What follows belongs to an exercise in optimizing a design on an open flow for small area, a short achievable clock period and few clock cycles per item; a production flow would make more cautious choices.
In this exercise RTL edits were held to simulation tests only and were not proved equivalent to the original.
No activity file was given, so power comes from the tool's default toggle rates.

## flow/config.mk

```make
export PLATFORM = sky130hd
export DESIGN_NAME = memory_manager
export DESIGN_NICKNAME = memory_manager
export VERILOG_FILES = /design/flow/design.v
export SDC_FILE = /design/flow/constraint.sdc
export NUM_CORES = 4
export LEC_CHECK = 0
export CAP_MARGIN = 40
export CORE_MARGIN = 2
export CORE_UTILIZATION = 30
export PLACE_DENSITY = 0.5
export SETUP_SLACK_MARGIN = 5
export SLEW_MARGIN = 30
```

## flow/constraint.sdc

```tcl
create_clock -name core_clock -period 10.0 [get_ports {clk}]
set_input_delay 2.0000 -clock core_clock [delete_from_list [all_inputs] [get_ports {clk}]]
set_output_delay 2.0000 -clock core_clock [all_outputs]
set_load 0.01 [all_outputs]
```

## flow/design.v

```verilog
`timescale 1ns / 1ps
module memory_manager #(parameter XLEN = 32, parameter HEAP_SIZE = 32'h02000000
)
(
    input clk,
    input rst,
    input stall_i,
    input allocate_request,
    input [31:0] allocate_size,
    input free_request,
    input [31:0] free_addr,
    output [31:0] allocate_addr,
    output reg allocate_finish,
    output reg free_finish,
    output busy,
    output                     dmm_strobe,
    output                     dmm_rw,
    output  [XLEN-1 : 0]       dmm_addr,
    output  [XLEN-1 : 0]       dmm_data_o,
    input   [XLEN-1 : 0]       dmm_data_i,
    input                      dmm_ready_i,
    output reg                 bc_we_a,
    output reg [9:0]           bc_addr_a,
    output reg [31:0]          bc_wdata_a,
    input   [31:0]             bc_rdata_a,
    output reg                 bc_we_b,
    output reg [9:0]           bc_addr_b,
    output reg [31:0]          bc_wdata_b,
    input   [31:0]             bc_rdata_b
);
localparam [22:0] H_START = 23'h022000;
localparam [22:0] H_END   = H_START + HEAP_SIZE[25:3];
localparam NS = 51;
localparam [5:0]
  S_IDLE = 6'd0,
  S_TWAIT= 6'd1,    
  S_AD1  = 6'd2,    
  S_AD1X = 6'd3,    
  S_AD1Y = 6'd4,
  S_AD1L = 6'd5,    
  S_AD1M = 6'd6,    
  S_AD1N = 6'd7,    
  S_AD2  = 6'd8,    
  S_AD2B = 6'd9,    
  S_AD3  = 6'd10,   
  S_TOPW = 6'd11,   
  S_XRN  = 6'd12,   
  S_XWN  = 6'd13,   
  S_OSZ  = 6'd14,   
  S_OUN  = 6'd15,   
  S_OCLR = 6'd16,   
  S_OCL2 = 6'd17,
  S_UPD1 = 6'd18,   
  S_UPD3 = 6'd19,   
  S_UPDW = 6'd20,   
  S_FRS  = 6'd21,   
  S_FRP  = 6'd22,   
  S_FPA  = 6'd23,   
  S_FPF  = 6'd24,   
  S_FPB  = 6'd25,   
  S_UFD  = 6'd26,   
  S_UBK  = 6'd27,   
  S_UCLR = 6'd28,   
  S_FCT  = 6'd29,   
  S_FRN  = 6'd30,   
  S_FCU  = 6'd31,   
  S_FRU  = 6'd32,   
  S_FNF  = 6'd33,   
  S_FNB  = 6'd34,   
  S_INS  = 6'd35,   
  S_I0L  = 6'd36,   
  S_I0   = 6'd37,   
  S_I1   = 6'd38,
  S_I2   = 6'd39,
  S_IAN  = 6'd40,   
  S_IRS  = 6'd41,
  S_IRB  = 6'd42,
  S_ILF  = 6'd43,   
  S_ILB  = 6'd44,   
  S_IOB  = 6'd45,   
  S_IH1  = 6'd46,   
  S_IH2  = 6'd47,   
  S_IH3  = 6'd48,   
  S_IFT  = 6'd49,   
  S_AD2C = 6'd50;   
localparam [NS-1:0] ACCV =
  (64'd1 << S_TOPW) | (64'd1 << S_XRN) | (64'd1 << S_XWN) | (64'd1 << S_OSZ) |
  (64'd1 << S_UPD1) | (64'd1 << S_UPD3) | (64'd1 << S_FRS) | (64'd1 << S_FRP) |
  (64'd1 << S_FPF) | (64'd1 << S_FPB) | (64'd1 << S_UFD) | (64'd1 << S_UBK) |
  (64'd1 << S_FRN) | (64'd1 << S_FCU) | (64'd1 << S_FRU) | (64'd1 << S_FNF) |
  (64'd1 << S_FNB) | (64'd1 << S_IRS) | (64'd1 << S_IRB) | (64'd1 << S_ILF) |
  (64'd1 << S_ILB) | (64'd1 << S_IOB) | (64'd1 << S_IH1) | (64'd1 << S_IH2) |
  (64'd1 << S_IH3) | (64'd1 << S_IFT);
localparam [NS-1:0] WRV =
  (64'd1 << S_TOPW) | (64'd1 << S_XWN) | (64'd1 << S_OSZ) | (64'd1 << S_UFD) |
  (64'd1 << S_UBK) | (64'd1 << S_FCU) | (64'd1 << S_ILF) | (64'd1 << S_ILB) |
  (64'd1 << S_IOB) | (64'd1 << S_IH1) | (64'd1 << S_IH2) | (64'd1 << S_IH3) |
  (64'd1 << S_IFT);
localparam [1:0] LM_SUCC = 2'd0, LM_SMALLEST = 2'd1, LM_SMALL = 2'd2;
function [6:0] bin_of(input [22:0] s);
  reg [22:0] q;
  begin
    q = s >> 6;
    if (q == 0)          bin_of = s[6:0];
    else if (q <= 4)     bin_of = 7'd56  + s[9:3];
    else if (q <= 20)    bin_of = 7'd91  + s[12:6];
    else if (q <= 84)    bin_of = 7'd110 + s[15:9];
    else if (q <= 340)   bin_of = 7'd119 + s[18:12];
    else if (q <= 1364)  bin_of = 7'd124 + s[21:15];
    else                 bin_of = 7'd126;
  end
endfunction
function [1:0] lword_of(input [22:0] s);
  begin
    if (s < 23'd192)       lword_of = 2'd0;      
    else if (s < 23'd320)  lword_of = 2'd1;      
    else if (s < 23'd1344) lword_of = 2'd2;      
    else                   lword_of = 2'd3;
  end
endfunction
function [2:0] ffs8(input [7:0] v);
  begin
    if      (v[0]) ffs8 = 3'd0;
    else if (v[1]) ffs8 = 3'd1;
    else if (v[2]) ffs8 = 3'd2;
    else if (v[3]) ffs8 = 3'd3;
    else if (v[4]) ffs8 = 3'd4;
    else if (v[5]) ffs8 = 3'd5;
    else if (v[6]) ffs8 = 3'd6;
    else           ffs8 = 3'd7;
  end
endfunction
function [3:0] ffs16(input [15:0] v);
  begin
    if (|v[7:0]) ffs16 = {1'b0, ffs8(v[7:0])};
    else         ffs16 = {1'b1, ffs8(v[15:8])};
  end
endfunction
function [5:0] ffs64(input [63:0] v);
  begin
    if      (|v[15:0])  ffs64 = {2'd0, ffs16(v[15:0])};
    else if (|v[31:16]) ffs64 = {2'd1, ffs16(v[31:16])};
    else if (|v[47:32]) ffs64 = {2'd2, ffs16(v[47:32])};
    else                ffs64 = {2'd3, ffs16(v[63:48])};
  end
endfunction
function [NS-1:0] oh(input [5:0] x);
  begin
    oh = {{(NS-1){1'b0}}, 1'b1} << x;
  end
endfunction
reg  [5:0]   st;
reg  [NS-1:0] sh;            
reg          pend;           
reg          rdw;            
reg          ae;             
reg          rw_r;           
reg  [22:0]  ma_h;           
reg          ma_lo;
reg  [22:0]  R_r;            
reg          r_big;          
reg  [22:0]  R_p;            
reg  [22:0]  R_s;            
reg  [22:0]  R_t;            
reg  [22:0]  R_fd, R_bk;     
reg  [22:0]  R_c;            
reg  [6:0]   u;              
reg  [6:0]   b_r;            
reg  [7:0]   srch_r;         
reg          bm_b;           
reg          sel_b1;         
reg          bmu;            
reg  [22:0]  top_h;          
reg  [63:0]  bms;            
reg  [3:0]   nz;             
reg  [15:0]  bwr;            
reg          is_free, is_oth, nphase, upd, dirty;
reg          xh;             
reg          fdh;            
reg          fru1;           
reg  [1:0]   lmode;
reg          fq_v;
reg  [22:0]  fq_a;
reg  [22:0]  res_u;          
reg          res_v;
reg          fr_seen;
task go;
  input [5:0] x;
  begin
    st <= x;
    sh <= oh(x);
    ae <= ACCV[x];
    rw_r <= WRV[x];
  end
endtask
task ma;
  input [22:0] h;
  input lo;
  begin
    ma_h <= h;
    ma_lo <= lo;
  end
endtask
assign allocate_addr = {res_v, 2'b00, res_v, 2'b00, res_u, 3'b000};
wire idle        = sh[S_IDLE];
wire new_free    = free_request & !fr_seen & !free_finish;
wire acc_alloc   = idle & allocate_request & !allocate_finish;
wire take_fifo   = idle & !acc_alloc & fq_v;
wire take_direct = idle & !acc_alloc & !fq_v & new_free;
wire fifo_push   = new_free & !fq_v & !take_direct;
wire fwait       = is_free & fr_seen & !fq_v;
assign busy = !idle | fq_v | pend;
wire [26:0] asz_sum = {1'b0, allocate_size[25:0]} + 27'd11;
wire        asz_big = (|allocate_size[31:26]) | asz_sum[26] | (asz_sum[25:3] > 23'h400000);
wire [22:0] asz_u   = (allocate_size[25:0] < 26'd5) ? 23'd2 : asz_sum[25:3];
wire        asz_sml = (allocate_size[31:9] == 23'd0) & (allocate_size[8:0] < 9'd493);
reg  [5:0]  hs;
integer hi;
always @(*) begin
  hs = 6'd0;
  for (hi = 0; hi < 64; hi = hi + 1)
    if (bms[hi]) hs = hi;
end
wire [8:0]  hs_th   = {hs, 3'b000} - 9'd3;
wire        any_ge  = (bms != 64'd0) & (allocate_size[8:0] < hs_th);
wire        roomy   = top_h <= H_END - 23'd63;
wire        res_ok  = !pend | dmm_ready_i;
wire        fast_top = asz_sml & !any_ge & (nz == 4'd0) & roomy & res_ok;
wire [22:0] fa_h    = (take_fifo ? fq_a : free_addr[25:3]) - 23'd1;
wire        small_req = (R_r < 23'd63);
wire [5:0]  rb     = R_r[5:0];
wire [5:0]  rb1    = rb + 6'd1;
wire        bm_b0  = bms[rb];
wire        bm_b1  = bms[rb1];
wire [63:0] m64    = bms & ({64{1'b1}} << rb);
wire        any_lo = |m64;
wire [5:0]  f_lo   = ffs64(m64);
wire [1:0]  w_hi   = nz[0] ? 2'd0 : nz[1] ? 2'd1 : nz[2] ? 2'd2 : 2'd3;
wire [1:0]  lw     = b_r[5:4];
reg  [1:0]  w2;
reg         w2_v;
always @(*) begin
  w2_v = 1'b1;
  if      ((!b_r[6] || lw < 2'd0) && nz[0]) w2 = 2'd0;
  else if ((!b_r[6] || lw < 2'd1) && nz[1]) w2 = 2'd1;
  else if ((!b_r[6] || lw < 2'd2) && nz[2]) w2 = 2'd2;
  else if ((!b_r[6] || lw < 2'd3) && nz[3]) w2 = 2'd3;
  else begin w2 = 2'd3; w2_v = 1'b0; end
end
wire [15:0] wa_gt  = bc_rdata_a[15:0] & (16'hFFFE << b_r[3:0]);
wire [7:0]  srch   = (b_r[6] & (|wa_gt)) ? {2'b01, lw, ffs16(wa_gt)} :
                     w2_v ? {2'b01, w2, ffs16(bc_rdata_b[15:0])} : 8'd128;
wire [15:0] ubit   = 16'd1 << u[3:0];
wire [15:0] w_clr  = bc_rdata_a[15:0] & ~ubit;
wire [22:0] rd     = dmm_data_i[25:3];         
wire [22:0] hsel   = sel_b1 ? bc_rdata_b[22:0] : bc_rdata_a[22:0];
wire        p_sub  = sh[S_FRP];
wire [22:0] p_b    = (sh[S_FRP] | sh[S_FRS]) ? rd : sh[S_OUN] ? R_r : R_s;
wire [22:0] addP   = R_p + (p_b ^ {23{p_sub}}) + {22'd0, p_sub};
wire        s_sub  = sh[S_OUN];
wire [22:0] s_b    = sh[S_FRP] ? rd : sh[S_OUN] ? R_r : R_t;
wire [23:0] addS   = {1'b0, R_s} + {1'b0, s_b ^ {23{s_sub}}} + {23'd0, s_sub};
wire        c_fcu  = sh[S_FCU];
wire [22:0] c_a    = c_fcu ? R_c : top_h;
wire [22:0] c_b    = c_fcu ? R_t : R_r;
wire [22:0] addC   = c_a + c_b;
wire [22:0] nxt3   = hsel + R_s;                          
wire        top_ok = !r_big & (addC <= H_END);            
wire        i_le   = R_t <= R_s;                          
wire        i_small = (R_bk == 23'd0) & !i_le;
wire        cp_eq  = (bc_rdata_b[22:0] == R_fd);          
wire        hd_p   = (bc_rdata_b[22:0] == R_p);           
wire        hd_n   = (bc_rdata_b[22:0] == R_c);           
wire        upd_n  = ((R_fd == 23'd0) & (R_bk == 23'd0) & i_small) | (cp_eq & !i_small);
wire [22:0] Ab1    = R_t;                                 
wire [22:0] OS     = R_fd;
wire [23:0] d_a    = {1'b0, Ab1} - {1'b0, R_r};
wire [23:0] d_o    = {1'b0, OS} - {1'b0, R_r};
wire        a_in   = bm_b & !d_a[23] & (d_a[22:1] == 22'd0);
wire        a_big  = !d_a[23] & (d_a[22:1] != 22'd0);
wire        o_in   = !srch_r[7] & !d_o[23] & (d_o[22:1] == 22'd0);
wire        o_big  = !srch_r[7] & (srch_r >= 8'd2) & !d_o[23] & (d_o[22:1] != 22'd0);
wire        ilb_iob = !(lmode == LM_SMALLEST) & !((lmode == LM_SUCC) & (R_fd != 23'd0));
wire [22:0] inc_src = (sh[S_UPD1] | sh[S_UFD]) ? R_bk :
                      (sh[S_FPA] | sh[S_FPF] | sh[S_IH1] | sh[S_IH2] | (sh[S_ILB] & !ilb_iob)) ? R_p :
                      (sh[S_FPB] | sh[S_FNB] | (sh[S_IAN] & i_le)) ? R_fd :
                      sh[S_I1] ? bc_rdata_b[22:0] : R_c;
wire [22:0] ma_inc  = inc_src + 23'd1;
wire [22:0] bin_in = sh[S_AD1] ? R_r : (sh[S_INS] | sh[S_FRU]) ? R_s : rd;
wire [6:0]  bin_o  = bin_of(bin_in);
wire [1:0]  ins_w  = lword_of(R_s);
wire strobe  = ae & !pend & !(rw_r & fwait);
wire wr_go   = strobe & rw_r;                
wire rd_done = rdw & dmm_ready_i;            
wire skip    = !ae & !rdw;                   
reg [22:0] wd_v;
reg        wd_b;
always @(*) begin
  wd_v = ({23{sh[S_TOPW] | sh[S_OSZ]}} & R_r) |
         ({23{sh[S_XWN] | sh[S_FCU]}} & R_t) |
         ({23{sh[S_UFD] | sh[S_IH3] | sh[S_IOB]}} & R_bk) |
         ({23{sh[S_UBK] | sh[S_IH2]}} & R_fd) |
         ({23{sh[S_ILF] | sh[S_ILB]}} & R_p) |
         ({23{sh[S_IH1] | sh[S_IFT]}} & R_s);
  wd_b = sh[S_TOPW] | sh[S_OSZ] | sh[S_XWN] | sh[S_IH1];
end
assign dmm_strobe = strobe;
assign dmm_rw     = rw_r;
assign dmm_addr   = {6'b100100, ma_h, ma_lo, 2'b00};
assign dmm_data_o = {6'd0, wd_v, 2'b00, wd_b};
wire [9:0] A_SZ  = {1'b0, u, 2'd1};
wire [9:0] A_BK  = {1'b0, u, 2'd3};
wire [9:0] A_PTR = {3'b100, u};
wire [9:0] A_LWU = {6'd0, u[5:4], 2'd0};
wire       lrg   = u[6];
always @(*) begin
  bc_addr_a =
    ({10{sh[S_AD1]}}  & {4'b1000, rb}) |
    ({10{sh[S_AD1X]}} & {6'd0, w_hi, 2'd0}) |
    ({10{sh[S_AD1L]}} & {6'd0, lw, 2'd0}) |
    ({10{sh[S_AD1N] | sh[S_AD2]}} & {1'b0, b_r, 2'd1}) |
    ({10{sh[S_AD2B]}} & A_PTR) |
    ({10{sh[S_AD3] | sh[S_OSZ] | sh[S_UPD3]}} & A_SZ) |
    ({10{sh[S_XRN] | sh[S_OUN] | sh[S_OCL2] | sh[S_UBK] | sh[S_UCLR] | (sh[S_XWN] & lrg)}} & A_LWU) |
    ({10{sh[S_UPDW] | sh[S_FPA] | sh[S_FPF] | sh[S_FPB] | sh[S_FCU] | sh[S_I1]}} & A_BK) |
    ({10{sh[S_UFD]}} & (fdh ? A_BK : A_LWU)) |
    ({10{sh[S_INS]}} & {6'd0, ins_w, 2'd0}) |
    ({10{sh[S_FRU] & !fru1}} & {6'd0, ins_w, 2'd0}) |
    ({10{sh[S_I0]}} & (bmu ? {1'b0, u, !lrg, 1'b1} : A_LWU)) |
    ({10{sh[S_ILB] | sh[S_IFT]}} & (sh[S_IFT] ? A_SZ : A_BK));
  bc_we_a = (sh[S_XWN] & lrg & (R_bk == 23'd0)) | sh[S_OCL2] | sh[S_UCLR] |
            sh[S_UPD3] | sh[S_UPDW] | (sh[S_UFD] & fdh) |
            (sh[S_I0] & !bmu & lrg) | (sh[S_ILB] & upd) | (sh[S_IFT] & (R_fd == 23'd0));
  bc_wdata_a =
    ({32{sh[S_XWN] | sh[S_OCL2] | sh[S_UCLR] | sh[S_I0]}} & {16'd0, bwr}) |
    ({32{sh[S_UPD3]}} & {9'd0, lrg ? R_t : {16'd0, u}}) |
    ({32{sh[S_UPDW]}} & {9'd0, R_t}) |
    ({32{sh[S_UFD]}} & {9'd0, R_bk}) |
    ({32{sh[S_ILB]}} & {9'd0, R_p}) |
    ({32{sh[S_IFT]}} & {9'd0, R_s});
  bc_addr_b =
    ({10{sh[S_AD1]}}  & {4'b1000, rb1}) |
    ({10{sh[S_AD1L]}} & {6'd0, w2, 2'd0}) |
    ({10{sh[S_AD1N] | sh[S_AD2]}} & {1'b0, srch_r[6:0], 2'd1}) |
    ({10{sh[S_AD3] | sh[S_OSZ] | sh[S_XRN]}} & A_BK) |
    ({10{sh[S_UPD3] | sh[S_FPA] | sh[S_FPF] | sh[S_FPB] | sh[S_FCU] | sh[S_FNF] |
         sh[S_FNB] | sh[S_I0] | sh[S_I1] | sh[S_I2] | sh[S_IAN] | sh[S_IRS] |
         sh[S_IRB] | sh[S_IOB]}} & A_PTR) |
    ({10{sh[S_IFT]}} & A_BK);
  bc_we_b = sh[S_UPD3] | (sh[S_I0] & !bmu) | sh[S_IOB] | (sh[S_IFT] & (R_fd == 23'd0));
  bc_wdata_b =
    ({32{sh[S_UPD3] | sh[S_IFT]}} & {9'd0, R_bk}) |
    ({32{sh[S_I0] | sh[S_IOB]}} & {9'd0, R_p});
end
always @(posedge clk) begin
  if (rst) begin
    go(S_IDLE);
    pend <= 1'b0;
    rdw <= 1'b0;
    top_h <= H_START;
    bms <= 64'd0;
    nz <= 4'd0;
    allocate_finish <= 1'b0;
    res_v <= 1'b0;
    res_u <= 23'd0;
    free_finish <= 1'b0;
    fq_v <= 1'b0;
    fr_seen <= 1'b0;
    is_free <= 1'b0;
  end else begin
    if (strobe) begin
      pend <= 1'b1;
      rdw  <= !rw_r;
      ae   <= 1'b0;
    end else if (dmm_ready_i) begin
      pend <= 1'b0;
      rdw  <= 1'b0;
    end
    free_finish <= take_direct | fifo_push | (free_request & fr_seen);
    if (!free_request) fr_seen <= 1'b0;
    else if (take_direct | fifo_push) fr_seen <= 1'b1;
    if (fifo_push) begin
      fq_v <= 1'b1;
      fq_a <= free_addr[25:3];
    end else if (take_fifo)
      fq_v <= 1'b0;
    if (allocate_finish & !stall_i)
      allocate_finish <= 1'b0;
    if (bc_we_a && bc_addr_a[9:4] == 6'd0 && bc_addr_a[1:0] == 2'd0)
      nz[bc_addr_a[3:2]] <= |bc_wdata_a[15:0];
    case (st)
      S_IDLE: begin
        if (acc_alloc) begin
          R_r <= asz_u;
          r_big <= asz_big;
          is_free <= 1'b0;
          is_oth <= 1'b0;
          if (fast_top) begin
            res_v <= 1'b1; res_u <= top_h + 23'd1; R_c <= top_h;
            ma(top_h, 1'b1);
            allocate_finish <= 1'b1;
            go(S_TOPW);
          end else
            go(S_AD1);
        end else if (take_fifo | take_direct) begin
          R_p <= fa_h;
          ma(fa_h, 1'b1);
          is_free <= 1'b1;
          is_oth <= 1'b0;
          nphase <= 1'b0;
          dirty <= 1'b0;
          go(S_FRS);
        end
      end
      S_TWAIT: if (res_ok) begin
        if (top_ok) begin
          res_v <= 1'b1; res_u <= top_h + 23'd1; R_c <= top_h;
          ma(top_h, 1'b1);
          go(S_TOPW);
        end else begin
          res_v <= 1'b0; res_u <= 23'd0;
          go(S_IDLE);
        end
        allocate_finish <= 1'b1;
      end
      S_AD1: begin
        b_r <= bin_o;
        if (!r_big & !small_req) begin
          go(S_AD1L);
        end else if (!r_big & (bm_b0 | bm_b1)) begin   
          u <= {1'b0, bm_b0 ? rb : rb1};
          sel_b1 <= !bm_b0 & res_ok;
          R_s <= {17'd0, bm_b0 ? rb : rb1};
          go(res_ok ? S_AD3 : S_AD2B);
        end else if (!r_big & any_lo) begin          
          u <= {1'b0, f_lo};
          sel_b1 <= 1'b0;
          is_oth <= 1'b1;
          go(S_AD2B);
        end else if (!r_big & (nz != 4'd0)) begin    
          go(S_AD1X);
        end else if (!res_ok) begin
          go(S_TWAIT);
        end else begin
          if (top_ok) begin
            res_v <= 1'b1; res_u <= top_h + 23'd1; R_c <= top_h;
            ma(top_h, 1'b1);
            go(S_TOPW);
          end else begin
            res_v <= 1'b0; res_u <= 23'd0;
            go(S_IDLE);
          end
          allocate_finish <= 1'b1;
        end
      end
      S_AD1X: go(S_AD1Y);
      S_AD1Y: begin
        u <= {1'b1, w_hi, ffs16(bc_rdata_a[15:0])};
        sel_b1 <= 1'b0;
        is_oth <= 1'b1;
        go(S_AD2B);
      end
      S_AD1L: go(S_AD1M);
      S_AD1M: begin
        bm_b <= b_r[6] ? bc_rdata_a[b_r[3:0]] : bms[b_r[5:0]];
        srch_r <= srch;
        go(S_AD1N);
      end
      S_AD1N: go(S_AD2);
      S_AD2: begin
        R_t <= bm_b ? bc_rdata_a[22:0] : 23'd0;
        R_fd <= bc_rdata_b[22:0];
        go(S_AD2C);
      end
      S_AD2C: begin
        sel_b1 <= 1'b0;
        if (a_in | o_in) begin
          u <= a_in ? b_r : srch_r[6:0];
          R_s <= a_in ? Ab1 : OS;
          go(S_AD2B);
        end else if (a_big | o_big) begin
          u <= a_big ? b_r : srch_r[6:0];
          is_oth <= 1'b1;
          go(S_AD2B);
        end else
          go(S_TWAIT);
      end
      S_AD2B: if (res_ok) go(S_AD3);
      S_AD3: begin
        R_p <= hsel;
        res_v <= 1'b1;
        res_u <= hsel + 23'd1;
        allocate_finish <= 1'b1;
        if (is_oth) begin
          ma(hsel, 1'b1);
          go(S_OSZ);
        end else begin
          ma(nxt3, 1'b1);                              
          go(S_XRN);
        end
      end
      S_TOPW: if (wr_go) begin
        top_h <= addC;
        go(S_IDLE);
      end
      S_XRN: begin
        R_bk <= bc_rdata_b[22:0];
        bwr <= w_clr;
        if (rd_done) begin
          R_t <= rd;
          go(S_XWN);
        end
      end
      S_XWN: if (wr_go) begin
        if (R_bk == 23'd0) begin
          if (!lrg) bms[u] <= 1'b0;
          go(S_IDLE);
        end else begin
          ma(R_bk, 1'b1);
          go(S_UPD1);
          ae <= lrg;
        end
      end
      S_OSZ: begin
        R_s <= bc_rdata_a[22:0];
        R_bk <= bc_rdata_b[22:0];
        if (wr_go) go(S_OUN);
      end
      S_OUN: begin
        R_p <= addP;
        R_s <= addS[22:0];
        dirty <= 1'b1;
        if (R_bk == 23'd0)
          go(S_OCLR);
        else begin
          ma(R_bk, 1'b1);
          go(S_UPD1);
          ae <= lrg;
        end
      end
      S_OCLR: begin
        bwr <= w_clr;
        if (!lrg) begin
          bms[u] <= 1'b0;
          go(S_INS);
        end else
          go(S_OCL2);
      end
      S_OCL2: go(S_INS);
      S_UPD1: if (skip | rd_done) begin
        if (rd_done) R_t <= rd;
        ma(ma_inc, 1'b1);
        go(S_UPD3);
      end
      S_UPD3: if (rd_done) begin
        R_t <= rd;
        go(S_UPDW);
      end
      S_UPDW: begin
        if (is_free) begin
          if (nphase) go(S_INS);
          else go(S_FCT);
        end else if (is_oth) go(S_INS);
        else go(S_IDLE);
      end
      S_FRS: if (rd_done) begin
        R_s <= rd;
        R_c <= addP;                                   
        if (dmm_data_i[0]) begin
          ma(addP, 1'b1);
          go(S_FRN);
        end else begin
          ma(R_p, 1'b0);
          go(S_FRP);
        end
      end
      S_FRP: if (rd_done) begin                        
        R_t <= rd;
        R_p <= addP;
        R_s <= addS[22:0];
        dirty <= 1'b1;
        u <= bin_o;
        go(S_FPA);
      end
      S_FPA: begin
        ma(ma_inc, 1'b0);
        go(S_FPF);
      end
      S_FPF: if (rd_done) begin
        xh <= hd_p;
        if (hd_p) begin                                
          R_fd <= 23'd0;
          R_bk <= bc_rdata_a[22:0];
          fdh <= 1'b0;
          go(S_UFD);
          ae <= 1'b0;
        end else begin
          R_fd <= rd;
          ma(ma_inc, 1'b1);
          go(S_FPB);
        end
      end
      S_FPB: begin
        fdh <= cp_eq;
        if (rd_done) begin
          R_bk <= rd;
          ma(ma_inc, 1'b1);
          go(S_UFD);
          ae <= (R_fd != 23'd0) & !cp_eq;
        end
      end
      S_UFD: if (skip | wr_go) begin
        ma(ma_inc, 1'b0);
        go(S_UBK);
        ae <= (R_bk != 23'd0) & !xh;
      end
      S_UBK: begin
       bwr <= w_clr;
       if (skip | wr_go) begin
        if (xh && R_bk != 23'd0) begin
          ma(R_bk, 1'b1);
          go(S_UPD1);
          ae <= lrg;
        end else begin
          if (xh && !lrg) bms[u] <= 1'b0;
          if (xh && lrg) go(S_UCLR);
          else if (nphase) go(S_INS);
          else go(S_FCT);
        end
       end
      end
      S_UCLR: begin
        if (nphase) go(S_INS);
        else go(S_FCT);
      end
      S_FCT: begin
        R_c <= addP;
        ma(addP, 1'b1);
        go(S_FRN);
      end
      S_FRN: if (rd_done) begin
        if (R_c == top_h) begin                        
          top_h <= R_p;
          go(S_IDLE);
        end else begin
          R_t <= rd;
          u <= bin_o;
          go(S_FCU);
        end
      end
      S_FCU: begin
        nphase <= 1'b1;
        R_fd <= addC;                                  
        fru1 <= 1'b1;
        if (wr_go) begin
          if (addC == top_h) go(S_INS);
          else begin
            ma(addC, 1'b1);
            go(S_FRU);
          end
        end
      end
      S_FRU: begin
        fru1 <= 1'b0;
        if (fru1) begin                                
          xh <= hd_n;
          R_bk <= bc_rdata_a[22:0];
        end
        if (rd_done) begin
          if (dmm_data_i[0]) begin                     
            u <= bin_o;
            bmu <= bin_o[6] ? bc_rdata_a[bin_o[3:0]] : bms[bin_o[5:0]];
            bwr <= bc_rdata_a[15:0] | (16'd1 << bin_o[3:0]);
            go(S_I0);
          end else if (xh) begin                       
            R_fd <= 23'd0;
            fdh <= 1'b0;
            R_s <= addS[22:0];
            dirty <= 1'b1;
            go(S_UFD);
            ae <= 1'b0;
          end else begin
            ma(ma_inc, 1'b0);
            go(S_FNF);
          end
        end
      end
      S_FNF: if (rd_done) begin
        R_fd <= rd;
        ma(ma_inc, 1'b1);
        go(S_FNB);
      end
      S_FNB: begin
        fdh <= cp_eq;
        if (rd_done) begin
          R_bk <= rd;
          R_s <= addS[22:0];
          dirty <= 1'b1;
          ma(ma_inc, 1'b1);
          go(S_UFD);
          ae <= (R_fd != 23'd0) & !cp_eq;
        end
      end
      S_INS: begin
        u <= bin_o;
        bmu <= bms[bin_o[5:0]];
        if (bin_o[6]) go(S_I0L);
        else go(S_I0);
      end
      S_I0L: begin
        bmu <= bc_rdata_a[u[3:0]];
        bwr <= bc_rdata_a[15:0] | ubit;
        go(S_I0);
      end
      S_I0: begin
        if (bmu) go(S_I1);
        else begin                                     
          if (!lrg) bms[u] <= 1'b1;
          R_fd <= 23'd0; R_bk <= 23'd0;
          R_c <= addP;                                 
          if (dirty) begin
            ma(R_p, 1'b1);
            go(S_IH1);
          end else begin
            ma(addP, 1'b0);
            go(S_IFT);
          end
        end
      end
      S_I1: begin
        R_c <= bc_rdata_b[22:0];
        if (!lrg) begin                                
          R_bk <= bc_rdata_a[22:0];
          R_fd <= 23'd0;
          lmode <= LM_SMALL; upd <= 1'b0;
          ma(ma_inc, 1'b0);
          go(S_ILB);
        end else begin
          R_t <= bc_rdata_a[22:0];
          go(S_I2);
        end
      end
      S_I2: begin
        R_bk <= bc_rdata_a[22:0];
        R_fd <= 23'd0;
        go(S_IAN);
      end
      S_IAN: begin
        upd <= upd_n;
        if (i_le) begin
          lmode <= LM_SUCC;
          ma(ma_inc, 1'b1);
          go(S_ILF);
          ae <= (R_fd != 23'd0) & !upd_n;
        end else if (i_small) begin
          lmode <= LM_SMALLEST;
          ma(ma_inc, 1'b1);
          go(S_ILB);
          ae <= !upd_n;
        end else begin
          R_fd <= R_c;
          R_c <= R_bk;
          ma(R_bk, 1'b1);
          go(S_IRS);
        end
      end
      S_IRS: if (rd_done) begin
        R_t <= rd;
        ma(ma_inc, 1'b1);
        go(S_IRB);
      end
      S_IRB: if (rd_done) begin
        R_bk <= rd;
        go(S_IAN);
      end
      S_ILF: if (skip | wr_go) begin
        ma(ma_inc, 1'b0);
        go(S_ILB);
      end
      S_ILB: if (skip | wr_go) begin
        if (lmode == LM_SMALLEST) begin
          R_fd <= R_c; R_bk <= 23'd0;
          if (dirty) begin ma(R_p, 1'b1); go(S_IH1); end
          else begin ma(ma_inc, 1'b0); go(S_IH2); end
        end else if (lmode == LM_SUCC && R_fd != 23'd0) begin
          R_bk <= R_c;
          if (dirty) begin ma(R_p, 1'b1); go(S_IH1); end
          else begin ma(ma_inc, 1'b0); go(S_IH2); end
        end else begin                                 
          ma(ma_inc, 1'b1);
          go(S_IOB);
        end
      end
      S_IOB: if (wr_go) begin
        R_bk <= R_c;
        R_c <= addP;                                   
        if (dirty) begin ma(R_p, 1'b1); go(S_IH1); end
        else begin ma(addP, 1'b0); go(S_IFT); end
      end
      S_IH1: begin
        R_c <= addP;
        if (wr_go) begin
          if (R_fd != 23'd0) begin ma(ma_inc, 1'b0); go(S_IH2); end
          else begin ma(addP, 1'b0); go(S_IFT); end
        end
      end
      S_IH2: begin
        R_c <= addP;
        if (wr_go) begin ma(ma_inc, 1'b1); go(S_IH3); end
      end
      S_IH3: begin
        R_c <= addP;
        if (wr_go) begin ma(addP, 1'b0); go(S_IFT); end
      end
      S_IFT: if (wr_go) go(S_IDLE);
      default: go(S_IDLE);
    endcase
  end
end
endmodule
```

## flow/run.sh

```bash
#!/bin/bash
# synth_recipe.tcl (not shown) runs the flow's synth.tcl, then flattens the netlist and writes it again
# the make line also repeats each setting of config.mk as NAME=value (left out here)
make -C /OpenROAD-flow-scripts/flow DESIGN_CONFIG=/design/flow/config.mk WORK_HOME=/design/flow/orfs CLKGATE_MAP_FILE= SYNTH_SCRIPT=/design/flow/synth_recipe.tcl finish
```

==> reports/results.tsv, run 1 <==
metric	value	unit
crit_family	compound AO/OA/AOI/OAI gates	
ctsHoldBuffers	0	
min_period	5400	ps
core_area	0.159	mm2
yosys-top-cells-count	nand2_1, nor2_1, a21oi_1	
wirelength	298000	um
synth_edf_count	259	
tns	0	ps
die_w	404	um
hold_path_class	reg2reg	
clkSinkCount	432	
tightest_slew	995	ps
wl_met3	33700	um
met2_length	122000	um
antenna_found_initial	20	
synth.most_common_cell	nand2_1	
grt_max_degree	112	
grt_pass1_wl	406000	um
max_freq	185	MHz
cp.required	10640	ps
worstSetupEndpointType	register	
vdd_drop_max	0.000159	V
syn_area	0.0481	mm2
dieArea	0.163	mm2
fin_area	0.0620	mm2
cts_buffers	61	
clk_latency	730	ps
cts_tree	built	
r2r_slack	4600	ps
crit_type	reg2reg	
port_buffers	276	
place.gp.congestion	1.03	
cp_slowest_cell	a2111oi_4	
dr.pass1.iters	14	
overflow	0	
start_util	0.303	
drv_cap	0	
yosysTopAreaCell	edfxtp_1	
crit_arrival	6050	ps
num_rows	146	
clock-root-buffer	clkbuf_16	
setup_viol	0	
grt_pass1_vias	51300	
placed_cell_area	0.0533	mm2
worst_path_largest_cell_delay	430	ps
die_h	404	um
hold_start	sh[39]	
power	12.8	mW
drive_gt1_frac	0.219	
fin_cells	8712	
drtAntennaViolNets	0	
synth_flop_cell	edfxtp_1	
final_hold_viol_count	0	
drv_slew	0	
cellLeakagePower	23.3	nW
h-tree-depth	2	
path_depth	27	
final_nets	6949	
synth_warnings	1	
crit_top_cell	o31ai_2	
drt_iter0_drc	9948	
synth.distinct_cells	122	
slew_headroom	0.330	
io_pins	353	
via_count	56700	
synth_area_leaders	edfxtp_1, dfxtp_1, a21oi_1	
power_density	207	mW/mm2
dp_hpwl	220000	um
skew	49.2	ps
yosysSeqAreaShare	0.234	
grt_usage	0.346	
synth-seq-cells	432	
fin_crit_sh	0.540	
synth_top_area_frac	0.162	
clockBufferDepth	3	
crit_path_start_kind	register	
areaGrowthSynthToFinish	29.0	%
ys_async_sr_fraction	0	
synth_cells	6182	
top_layer_used	met5	
r2r_cells	27	
viasPerCell	6.51	
dp_cells	8202	
drc	0	
syn_area_per_cell	7.78	um2
endpoint	res_u[21]	
wl_per_cell	34.2	um
path_max_fanout	7	
clkSlewWorstSetupHoldPaths	60	ps
rr_endpoint	res_u[21]	
rsz0062_at_grt	yes	
wl_met1	119000	um
status	timing/DRC/antenna clean	
timing.critical_path.buf_inv	5	
## worst min path at each step
| stage | end | cells after the start |
|---|---|---|
| 6_report | sh[39] | 2 |
| 3_3_place_gp | sh[39] | 2 |
| 4_1_cts | sh[39] | 2 |
| 5_1_grt | sh[39] | 2 |
| 2_1_floorplan | sh[39] | 2 |
| 3_5_place_dp | sh[39] | 2 |
## through the flow
stage	setup WS [ps]	hold WS (ps)	util
global route	4300	492	0.391
floorplan	4580	436	-
CTS	4530	466	0.377
global placement	2120	453	0.334
detailed placement	2230	458	0.336
finish	4600	465	0.391
## cells by family after synthesis
| kind of cell | synth area share |
|---|---|
| AND/OR/NAND/NOR | 0.209 |
| AO/OA/AOI/OAI | 0.280 |
| buffers and inverters | 0.0687 |
| flip-flops | 0.234 |
| multiplexers | 0.0939 |
| XOR/XNOR | 0.0614 |
| adder cells (fa/ha/maj) | 0.0525 |
| other | 0.000156 |
## report_power, final
group / total (mW) / leakage (nW) / switching [mW] / internal (mW)
Sequential: 2.63 / 3.76 / 0.364 / 2.26
Clock: 2.33 / 1.00 / 0.999 / 1.33
Combinational: 7.86 / 18.6 / 5.00 / 2.86
## repair_timing
action                                  4_1_cts  5_1_grt
gates resized for setup                     654      308
gates cloned                                 16        3
endpoints found under the setup margin      281      226
hold endpoints to repair                      0        0
buffers inserted                            250      107
pin swaps                                   147      157
## final cells by class
cell class / instances / area, um2
clock inverter: 27 / 277
sequential: 432 / 11300
tap: 2072 / 2590
inverter: 200 / 797
fill: 16200 / 96700
multi-input combinational: 5005 / 36900
antenna: 6 / 15.0
clock buffer: 85 / 1770
timing repair buffer: 885 / 8330
## layout by cell type (no fill, tap or decap), drive strengths merged, types with 30 or more instances in the layout
cell / count
nor4: 96
or3: 34
buf: 621
a31oi: 64
nor2: 585
clkbuf: 104
a22oi: 59
xnor2: 203
o21ai: 447
nand3: 173
mux2: 65
nor2b: 63
and3: 48
inv: 191
mux2i: 216
a21o: 67
mux4: 72
a221oi: 49
a22o: 58
xor2: 129
dfxtp: 173
and2: 33
edfxtp: 259
or2: 35
conb: 41
ha: 192
o21bai: 35
o211ai: 67
a222oi: 165
a21boi: 30
nor3: 168
o22ai: 42
nand2: 611
a211oi: 122
o21a: 38
clkdlybuf4s50: 194
a21oi: 482
nand2b: 84
nand4: 75
## tightest hold or removal path, delay by kind of cell (launching register included)
| family | cells | cell delay (ps) |
|---|---|---|
| DFF | 1 | 310 |
| and+or+nand+nor | 1 | 50 |
| AOI/OAI and AO/OA | 1 | 50 |
## per-layer routing
| metal | vias up | track usage |
|---|---|---|
| li1 | 24100 | - |
| met1 | 27600 | 0.462 |
| met2 | 4119 | 0.501 |
| met3 | 898 | 0.0778 |
| met4 | 6 | 0.215 |
| met5 | - | 0 |
Testbench counts, summed over its fixed seeds: cycles 147,625, ops 8,878.
==> inputs of run 2 (changes only) <==
--- a/flow/config.mk
+++ b/flow/config.mk
@@ -9,5 +9,5 @@
 export CORE_MARGIN = 2
 export CORE_UTILIZATION = 30
 export PLACE_DENSITY = 0.5
-export SETUP_SLACK_MARGIN = 5
+export SETUP_SLACK_MARGIN = 4
 export SLEW_MARGIN = 30
==> run 2 against run 1 <==
  * Non-clock buffer count decreased by 262
  * Sequential power hardly changed
  * First-iteration DRC count decreased by 9.0%
  * Worst hold slack lost 3.7 ps
  * Clock power is essentially flat
  * Worst setup slack worse by 670 ps
  * Clock skew is 18 ps higher
  * Combinational power is 13% lower
==> reports/results.tsv, run 2 <==
metric	value	unit	change
worst_path_largest_cell_delay	540	ps	was 430 ps
clk_latency	770	ps	was 730 ps
clock-root-buffer	clkbuf_16		unchanged
cp_cell_sequence	clkdlybuf4s18_2, or4b_1, o311a_2, ha_1, o311ai_0, nor4_2, buf_4, and4_1, a22oi_2, nor3_2, o311ai_4, nand2_4, mux2i_1, mux2i_1, mux2i_1, mux2i_1, mux2_2, a22oi_1		
synth_warnings	1		unchanged
drv_cap	0		unchanged
synth-seq-cells	432		unchanged
r2r_cells	16		was 27
drc	0		unchanged
timing.critical_path.buf_inv	2		was 5
path_depth	18		was 27
core_area	0.159	mm2	unchanged
clkSinkCount	432		unchanged
via_count	55800		was 56700
rsz0062_at_grt	yes		unchanged
path_max_fanout	9		was 7
synth_flop_cell	edfxtp_1		unchanged
yosysTopAreaCell	edfxtp_1		unchanged
dp_cells	8247		was 8202
num_rows	146		unchanged
crit_arrival	6590	ps	was 6050 ps
min_period	6080	ps	was 5400 ps
synth_edf_count	259		unchanged
grt_pass1_wl	420000	um	was 406000 um
synth_top_area_frac	0.162		unchanged
cp_slowest_cell	o311ai_4		was a2111oi_4
synth.distinct_cells	122		unchanged
grt_pass1_vias	50800		was 51300
drt_iter0_drc	9057		was 9948
port_buffers	276		unchanged
cp.required	10510	ps	was 10640 ps
drtAntennaViolNets	0		unchanged
max_freq	165	MHz	was 185 MHz
yosysSeqAreaShare	0.234		unchanged
ctsHoldBuffers	0		unchanged
setup_viol	0		unchanged
crit_path_start_kind	input pin		was register
cellLeakagePower	21.0	nW	was 23.3 nW
grt_usage	0.362		was 0.346
worstSetupEndpointType	register		unchanged
clkSlewWorstSetupHoldPaths	60	ps	about the same
yosys-top-cells-count	nand2_1, nor2_1, a21oi_1		unchanged
grt_max_degree	112		unchanged
hold_path_class	reg2reg		unchanged
die_w	404	um	unchanged
syn_area	0.0481	mm2	unchanged
dp_hpwl	238000	um	was 220000 um
fill_cells	16700		was 16200
place.gp.congestion	1.06		was 1.03
final_hold_viol_count	0		unchanged
clockBufferDepth	3		unchanged
wl_per_cell	36.7	um	was 34.2 um
drv_slew	0		unchanged
drive_gt1_frac	0.134		was 0.219
cts_tree	built		unchanged
fin_crit_sh	0.608		was 0.540
wirelength	310000	um	was 298000 um
crit_top_cell	mux2i_1		was o31ai_2
vdd_drop_max	0.000162	V	was 0.000159 V
synth.most_common_cell	nand2_1		unchanged
skew	66.9	ps	was 49.2 ps
cts_buffers	60		was 61
synth_cells	6182		unchanged
syn_area_per_cell	7.78	um2	unchanged
die_h	404	um	unchanged
start_util	0.303		unchanged
slew_headroom	0.263		was 0.330
tightest_slew	1110	ps	was 995 ps
fin_cells	8451		was 8712
antenna_found_initial	26		was 20
final_nets	6681		was 6949
final_cell_mix	nand2_1, nor2_1, a21oi_1, o21ai_0, buf_4		was nand2_1, nor2_1, buf_4, a21oi_1, o21ai_0
areaGrowthSynthToFinish	18.3	%	was 29.0%
final_common_cell	nand2_1		unchanged
hold_depth	2		unchanged
power	11.8	mW	was 12.8 mW
h-tree-depth	2		unchanged
crit_family	compound AO/OA/AOI/OAI gates		unchanged
dieArea	0.163	mm2	unchanged
power_density	207	mW/mm2	about the same
overflow	0		unchanged
status	timing/DRC/antenna clean		unchanged
tns	0	ps	unchanged
placed_cell_area	0.0534	mm2	was 0.0533 mm2
viasPerCell	6.60		was 6.51
crit_type	in2reg		was reg2reg
fin_area	0.0569	mm2	was 0.0620 mm2
ys_async_sr_fraction	0		unchanged
io_pins	353		unchanged
synth_area_leaders	edfxtp_1, dfxtp_1, a21oi_1		unchanged
dr.pass1.iters	12		was 14
-- run 2: cell counts after synthesis --
Identical to the previous run, type by type.
-- run 2: layout make-up --
cell class / instances / area [um2] / share of cell area
Tap cell: 2072 / 2590 / 0.0456
Sequential cell: 432 / 11300 / 0.198
Inverter: 200 / 759 / 0.0134
Antenna cell: 11 / 27.5 / 0.000484
Timing Repair Buffer: 623 / 5520 / 0.0971
Multi-Input combinational cell: 5000 / 34700 / 0.611
Clock buffer: 78 / 1690 / 0.0297
Clock inverter: 35 / 293 / 0.00515
-- run 2: logic make-up (layout without fill, tap and decap cells) --
group                    after synthesis  count (layout)  share of synthesized area
AND/OR/NAND/NOR                     2095            2098                      0.209
other                                  2              52                   0.000156
XOR/XNOR                             334             334                     0.0614
multiplexers                         353             353                     0.0939
buffers and inverters                792             936                     0.0687
flip-flops                           432             432                      0.234
adder cells (fa/ha/maj)              198             198                     0.0525
AO/OA/AOI/OAI                       1976            1976                      0.280
-- run 2: per-stage QoR --
step                 util  setup slack [ps]  hold WS [ps]
global route        0.358              3810           495
floorplan               -              4020           436
finish              0.358              3920           461
global placement    0.334              1920           448
detailed placement  0.336              1930           450
CTS                 0.353              3800           459
-- run 2: timing repair --
action	CTS	global route
endpoints found under the hold margin	0	0
resized for setup	122	118
gates cloned	2	1
setup buffers	27	34
pin swaps	11	28
setup endpoints to repair	160	131
-- run 2: per-layer routing --
| layer | vias up | global-route usage | routed length (um) |
|---|---|---|---|
| met5 | - | 0 | 284 |
| met4 | 28 | 0.233 | 24800 |
| met3 | 983 | 0.123 | 39800 |
| met2 | 4124 | 0.524 | 126000 |
| met1 | 27100 | 0.457 | 119000 |
| li1 | 23600 | - | - |
-- run 2: worst min-delay path: stages, from the launching register on --
cell and delay (ps):
dfxtp_1 310, nand2_1 50, a21oi_1 50
-- run 2: worst paths after layout --
kind | startpoint | endpoint | slack, ps
worst max-delay path | dmm_data_i[14] | bmu | 3920
worst min register to register | sh[39] | sh[39] | 460
worst max register to register | R_c[0] | ma_h[19] | 4020
worst min-delay path | sh[39] | sh[39] | 460
-- run 2: power by group --
part / switching (mW) / total, mW / internal [mW]
Clock: 1.03 / 2.30 / 1.27
Combinational: 4.64 / 6.87 / 2.23
Sequential: 0.361 / 2.62 / 2.26

==> port drivers added, routing unchanged <==
The flow's constraints put no driver on any port. The routed layouts listed below were extracted and timed again, unchanged, in two steps.
Step 1: set_driving_cell puts a clkbuf_16 on clk and a buf_2 on each other input, an assumption about the parent block.
Step 2 times the ports against the registers' clock, not the clock port: input delays grow and output delays shrink by t, the midpoint of the rising clock arrivals with the driver on.
a / b / c = no drivers / after step 1 / after step 2; a / b = the first two.
| run | t (ns) | slack for setup (ns) | worst setup path at the end | latest minus earliest clock arrival (ns) | pins driven straight from the clock port |
|---|---|---|---|---|---|
| run 1 | 0.788 | 4.597 / 4.597 / 3.849 | input to register | 0.050 / 0.049 | 1 |
| run 2 | 0.815 | 3.923 / 3.944 / 3.163 | input to register | 0.067 / 0.067 | 1 |
After both steps setup and hold are still met in every run listed. For run 2, which loses most, drivers alone change the setup slack by +0.021 ns; drivers and shift together by -0.760 ns.
